Source: an optimization exercise on an open RTL-to-GDS flow (aim: small area). Production flows keep margins and buffers that such runs may drop.
Only simulation tests tie the RTL to the original design; equivalence was not proved.
No activity file was given, so power comes from the tool's default toggle rates.

// MIPS
module MIPS(i_clk, i_arst, o_pc_cur, o_pc_next, i_instr, o_mem_addr, o_mem_wdata, o_mem_we, i_mem_rdata);
Settings: LEC_CHECK=0, CAP_MARGIN=20, CORE_MARGIN=2, CORE_UTILIZATION=50, GPL_TIMING_DRIVEN=0, SETUP_SLACK_MARGIN=0.6, SLEW_MARGIN=20; clock period 14.0 ns.
standard.sh (not shown) runs the stock make flow with config.mk's settings and CLKGATE_MAP_FILE= SYNTH_SCRIPT=/design/flow/synth_recipe.tcl, a recipe that flattens the netlist after the stock synthesis.
==> flow/flow/run.sh <==
#!/bin/bash
# Own layout flow: the standard ORFS flow (standard.sh), with these changes:
#  - port buffers of the smallest buffer cell (buf_1);
#  - the repair of slew and capacitance after placement uses small cells (flow/resize_pre.tcl);
#  - clock tree of clkbuf_4 in clusters of up to 8 sinks, without dummy loads.
# Each tool writes its full output to its own log under orfs/logs/; make's output goes to
# flow_make.log in the work folder.
set -euo pipefail
WORK=$(cd "$(dirname "$0")/.." && pwd)
cd "$WORK"

CORE="$WORK/flow_synth_core.tcl"
awk -v gates="$WORK/flow/read_port_gates.v" -v abcs="$WORK/flow/abc_area.script" '
	/^read_checkpoint .*1_1_yosys_canonicalize.rtlil/ {
		print; print "delete read_port"; print "read_verilog -overwrite " gates; n1++; next }
	/^  log_cmd abc \{\*\}\$abc_args$/ {
		print "  log_cmd abc -script " abcs " {*}[lrange $abc_args 2 end]"; n2++; next }
	{ print }
	END { if (n1 != 1 || n2 != 1) exit 1 }' "$FLOW_HOME/scripts/synth.tcl" > "$CORE"
sed "s|source \$::env(SCRIPTS_DIR)/synth.tcl|source $CORE|" "$WORK/synth_recipe.tcl" > "$WORK/flow_synth.tcl"
grep -q "flow_synth_core.tcl" "$WORK/flow_synth.tcl"

export PRE_RESIZE_TCL="$WORK/flow/resize_pre.tcl"
export BUFFER_PORTS_ARGS="-buffer_cell sky130_fd_sc_hd__buf_1"
export CTS_ARGS="-sink_clustering_enable -repair_clock_nets -dont_use_dummy_load -buf_list {sky130_fd_sc_hd__clkbuf_4} -sink_clustering_size 8 -sink_clustering_max_diameter 40"

bash "$WORK/standard.sh" SYNTH_SCRIPT="$WORK/flow_synth.tcl" SYNTH_OPERATIONS_ARGS=-noshare ADDER_MAP_FILE= \
	${FLOW_TARGET:-finish} > "$WORK/flow_make.log" 2>&1
[[ -n "${FLOW_TARGET:-}" ]] || test -s "$WORK/out/final.def"
==> flow/flow/abc_area.script <==
strash
&get -n
&st
&syn2
&dch -f
&nf -a -R 1000
&st
&syn2
&dch -f
&nf -a -R 1000
&st
&dch -f
&nf -a -R 1000
&put
topo
Other scripts of this flow, unchanged in this note and not shown: flow/flow/read_port_gates.v, flow/flow/resize_pre.tcl
Edit:
--- a/flow/flow/run.sh
+++ b/flow/flow/run.sh
@@ -5 +5 @@
-#  - clock tree of clkbuf_4 in clusters of up to 8 sinks, without dummy loads.
+#  - clock tree of clkbuf_4 in clusters of up to 9 sinks, without dummy loads.
@@ -25 +25 @@
-export CTS_ARGS="-sink_clustering_enable -repair_clock_nets -dont_use_dummy_load -buf_list {sky130_fd_sc_hd__clkbuf_4} -sink_clustering_size 8 -sink_clustering_max_diameter 40"
+export CTS_ARGS="-sink_clustering_enable -repair_clock_nets -dont_use_dummy_load -buf_list {sky130_fd_sc_hd__clkbuf_4} -sink_clustering_size 9 -sink_clustering_max_diameter 40"
--- a/flow/config.mk
+++ b/flow/config.mk
@@ -8 +8 @@
-export CAP_MARGIN = 20
+export CAP_MARGIN = 10
@@ -13 +13 @@
-export SLEW_MARGIN = 20
+export SLEW_MARGIN = 10
=> The changed run ran to the end with no violations. Area after synthesis is unchanged. First-iteration DRC count went down by a few percent. Sequential power hardly moves. Hold slack hardly moves. Worst setup slack gets worse by 0.11 ns. Final area went down slightly. Clock power went down by a few percent. Register-to-register slack gets worse by 0.46 ns. Non-clock buffer count went down by 17. Count of clock-buffer cells in the layout went down by 8.
Edit:
--- a/flow/flow/run.sh
+++ b/flow/flow/run.sh
@@ -5 +5 @@
-#  - clock tree of clkbuf_4 in clusters of up to 9 sinks, without dummy loads.
+#  - clock tree of clkbuf_4 in clusters of up to 8 sinks, without dummy loads.
@@ -25 +25 @@
-export CTS_ARGS="-sink_clustering_enable -repair_clock_nets -dont_use_dummy_load -buf_list {sky130_fd_sc_hd__clkbuf_4} -sink_clustering_size 9 -sink_clustering_max_diameter 40"
+export CTS_ARGS="-sink_clustering_enable -repair_clock_nets -dont_use_dummy_load -buf_list {sky130_fd_sc_hd__clkbuf_4} -sink_clustering_size 8 -sink_clustering_max_diameter 40"
--- a/flow/flow/abc_area.script
+++ b/flow/flow/abc_area.script
@@ -3,0 +4 @@
+&dc2
@@ -8 +9 @@
-&syn2
+&dc2
--- a/flow/config.mk
+++ b/flow/config.mk
@@ -8 +8 @@
-export CAP_MARGIN = 10
+export CAP_MARGIN = 20
@@ -12,2 +12,2 @@
-export SETUP_SLACK_MARGIN = 0.6
-export SLEW_MARGIN = 10
+export SETUP_SLACK_MARGIN = 0.3
+export SLEW_MARGIN = 20
Result: Routed wire length rose by 2.7%; worst setup slack loses 0.32 ns; non-clock buffer count rose by 60; power rose by 0.83%; worst hold slack gains 0.020 ns; global-route usage rose by 1.3 points; synthesized cell count fell by 2.8%; cell area rose by 1.3%; first-iteration DRC count rose by 12%; synthesized area fell by 0.97%.

---

Setup of run A:
Starting RTL as in the previous note.
clock: 14.0 ns
lec_check: 0
cap_margin: 10
core_margin: 2
core_utilization: 50
gpl_timing_driven: 0
setup_slack_margin: 0.45
slew_margin: 10
==> flow/flow/run.sh <==
#!/bin/bash
# Own layout flow: the standard ORFS flow (standard.sh), with these changes:
#  - port buffers of the smallest buffer cell (buf_1);
#  - the repair of slew and capacitance after placement uses small cells (flow/resize_pre.tcl);
#  - clock tree of clkbuf_4 in clusters of up to 9 sinks, without dummy loads.
# Each tool writes its full output to its own log under orfs/logs/; make's output goes to
# flow_make.log in the work folder.
set -euo pipefail
WORK=$(cd "$(dirname "$0")/.." && pwd)
cd "$WORK"

CORE="$WORK/flow_synth_core.tcl"
awk -v gates="$WORK/flow/read_port_gates.v" -v abcs="$WORK/flow/abc_area.script" '
	/^read_checkpoint .*1_1_yosys_canonicalize.rtlil/ {
		print; print "delete read_port"; print "read_verilog -overwrite " gates; n1++; next }
	/^  log_cmd abc \{\*\}\$abc_args$/ {
		print "  log_cmd abc -script " abcs " {*}[lrange $abc_args 2 end]"; n2++; next }
	{ print }
	END { if (n1 != 1 || n2 != 1) exit 1 }' "$FLOW_HOME/scripts/synth.tcl" > "$CORE"
sed "s|source \$::env(SCRIPTS_DIR)/synth.tcl|source $CORE|" "$WORK/synth_recipe.tcl" > "$WORK/flow_synth.tcl"
grep -q "flow_synth_core.tcl" "$WORK/flow_synth.tcl"

export PRE_RESIZE_TCL="$WORK/flow/resize_pre.tcl"
export BUFFER_PORTS_ARGS="-buffer_cell sky130_fd_sc_hd__buf_1"
export CTS_ARGS="-sink_clustering_enable -repair_clock_nets -dont_use_dummy_load -buf_list {sky130_fd_sc_hd__clkbuf_4} -sink_clustering_size 9 -sink_clustering_max_diameter 40"

bash "$WORK/standard.sh" SYNTH_SCRIPT="$WORK/flow_synth.tcl" SYNTH_OPERATIONS_ARGS=-noshare ADDER_MAP_FILE= \
	${FLOW_TARGET:-finish} > "$WORK/flow_make.log" 2>&1
[[ -n "${FLOW_TARGET:-}" ]] || test -s "$WORK/out/final.def"
Other scripts of this flow, unchanged in this note and not shown: flow/flow/abc_area.script, flow/flow/read_port_gates.v, flow/flow/resize_pre.tcl
#### Input delta (run B over run A)
- CORE_UTILIZATION changed from 50 to 45
Findings:
Run B | status: complete | timing, DRC, antenna: pass
Number of cells on the critical path: run B vs run A down 1
Run A and run B ended up with roughly the same leakage power total.
Run A has lower signed area change from the synthesized netlist to the final layout than run B.
Changes in run C relative to run B:
- a change of SLEW_MARGIN from 10 to 0
- a change of CAP_MARGIN from 10 to 0
- a change of CORE_UTILIZATION from 45 to 50
==> run summary <==
Run C finished end to end and its layout was clean on timing, DRC and antenna.
Run B and run C ended up with roughly the same required time of the critical path.
Number of port buffers: run B vs run C identical
Number of clock buffers in the layout of run C falls short of that of run B by a few percent.
Looking at power consumption across both flows, run C is the stronger of the two, with run B trailing.
Going from run B to run C, global-route wire length before repair grew slightly.
Inputs modified between run C and run D:
- CAP_MARGIN now 20, was 0
- SETUP_SLACK_MARGIN now 0.3, was 0.45
- SLEW_MARGIN now 20, was 0
--- a/flow/flow/run.sh
+++ b/flow/flow/run.sh
@@ -3,5 +3,5 @@
 #  - port buffers of the smallest buffer cell (buf_1);
 #  - the repair of slew and capacitance after placement uses small cells (flow/resize_pre.tcl);
-#  - clock tree of clkbuf_4 in clusters of up to 9 sinks, without dummy loads.
+#  - clock tree of clkbuf_4 in clusters of up to 8 sinks, without dummy loads.
 # Each tool writes its full output to its own log under orfs/logs/; make's output goes to
 # flow_make.log in the work folder.
@@ -23,5 +23,5 @@
 export PRE_RESIZE_TCL="$WORK/flow/resize_pre.tcl"
 export BUFFER_PORTS_ARGS="-buffer_cell sky130_fd_sc_hd__buf_1"
-export CTS_ARGS="-sink_clustering_enable -repair_clock_nets -dont_use_dummy_load -buf_list {sky130_fd_sc_hd__clkbuf_4} -sink_clustering_size 9 -sink_clustering_max_diameter 40"
+export CTS_ARGS="-sink_clustering_enable -repair_clock_nets -dont_use_dummy_load -buf_list {sky130_fd_sc_hd__clkbuf_4} -sink_clustering_size 8 -sink_clustering_max_diameter 40"
 
 bash "$WORK/standard.sh" SYNTH_SCRIPT="$WORK/flow_synth.tcl" SYNTH_OPERATIONS_ARGS=-noshare ADDER_MAP_FILE= \
[summary]
Side by side, number of setup buffers added after CTS turned out higher in run D than in run C. Run C -> run D: cell area flat. Between run D and run C, the sum of routed wire length over all layers does not differ in any meaningful way. Sum of internal, switching and leakage power in run D is 0.63% higher than in run C. Against run C, worst hold margin in run D came out better. Compared with run C, in run D critical path depth has decreased; signed area change from the synthesized netlist to the final layout has increased. Taking run C as the reference, in run D global-route wire length before repair rose by 0.50%, combined area of the multi-input logic cells was more or less identical, via count of the routed design higher, power per cell area saw an increase.

separate check: timing with driven ports:
Ports are ideal in the flow. The routed layouts listed here were re-timed in OpenROAD.
Step 1: set_driving_cell puts a clkbuf_16 on i_clk and a buf_2 on each other input, an assumption about the parent block.
Step 2 times the ports against the registers' clock, not the clock port: input delays grow and output delays shrink by t, the midpoint of the rising clock arrivals with the driver on.
a / b / c = ideal ports / drivers / drivers and shift; a / b = the first two.
run | shift t [ns] | setup WS [ns] | hold WS [ns] | worst setup path at the end
the first run of note 1 | 1.198 | 0.752 / 0.722 / 0.722 | 0.490 / 0.490 / 0.490 | input to output
the second run of note 1 | 1.154 | 0.646 / 0.619 / 0.619 | 0.490 / 0.490 / 0.490 | input to output
the third run of note 1 | 1.195 | 0.328 / 0.296 / 0.296 | 0.510 / 0.510 / 0.510 | input to output
run A | 1.147 | 0.577 / 0.552 / 0.552 | 0.491 / 0.491 / 0.491 | input to output
run B | 1.165 | 0.238 / 0.211 / 0.211 | 0.490 / 0.490 / 0.490 | input to output
run C | 1.132 | 0.518 / 0.489 / 0.489 | 0.487 / 0.487 / 0.487 | input to output
run D | 1.159 | 0.235 / 0.212 / 0.212 | 0.496 / 0.496 / 0.496 | input to output
After both steps every run listed still meets setup and hold. For the third run of note 1, which loses most, drivers alone change the setup slack by -0.032 ns; drivers and shift together by -0.032 ns.
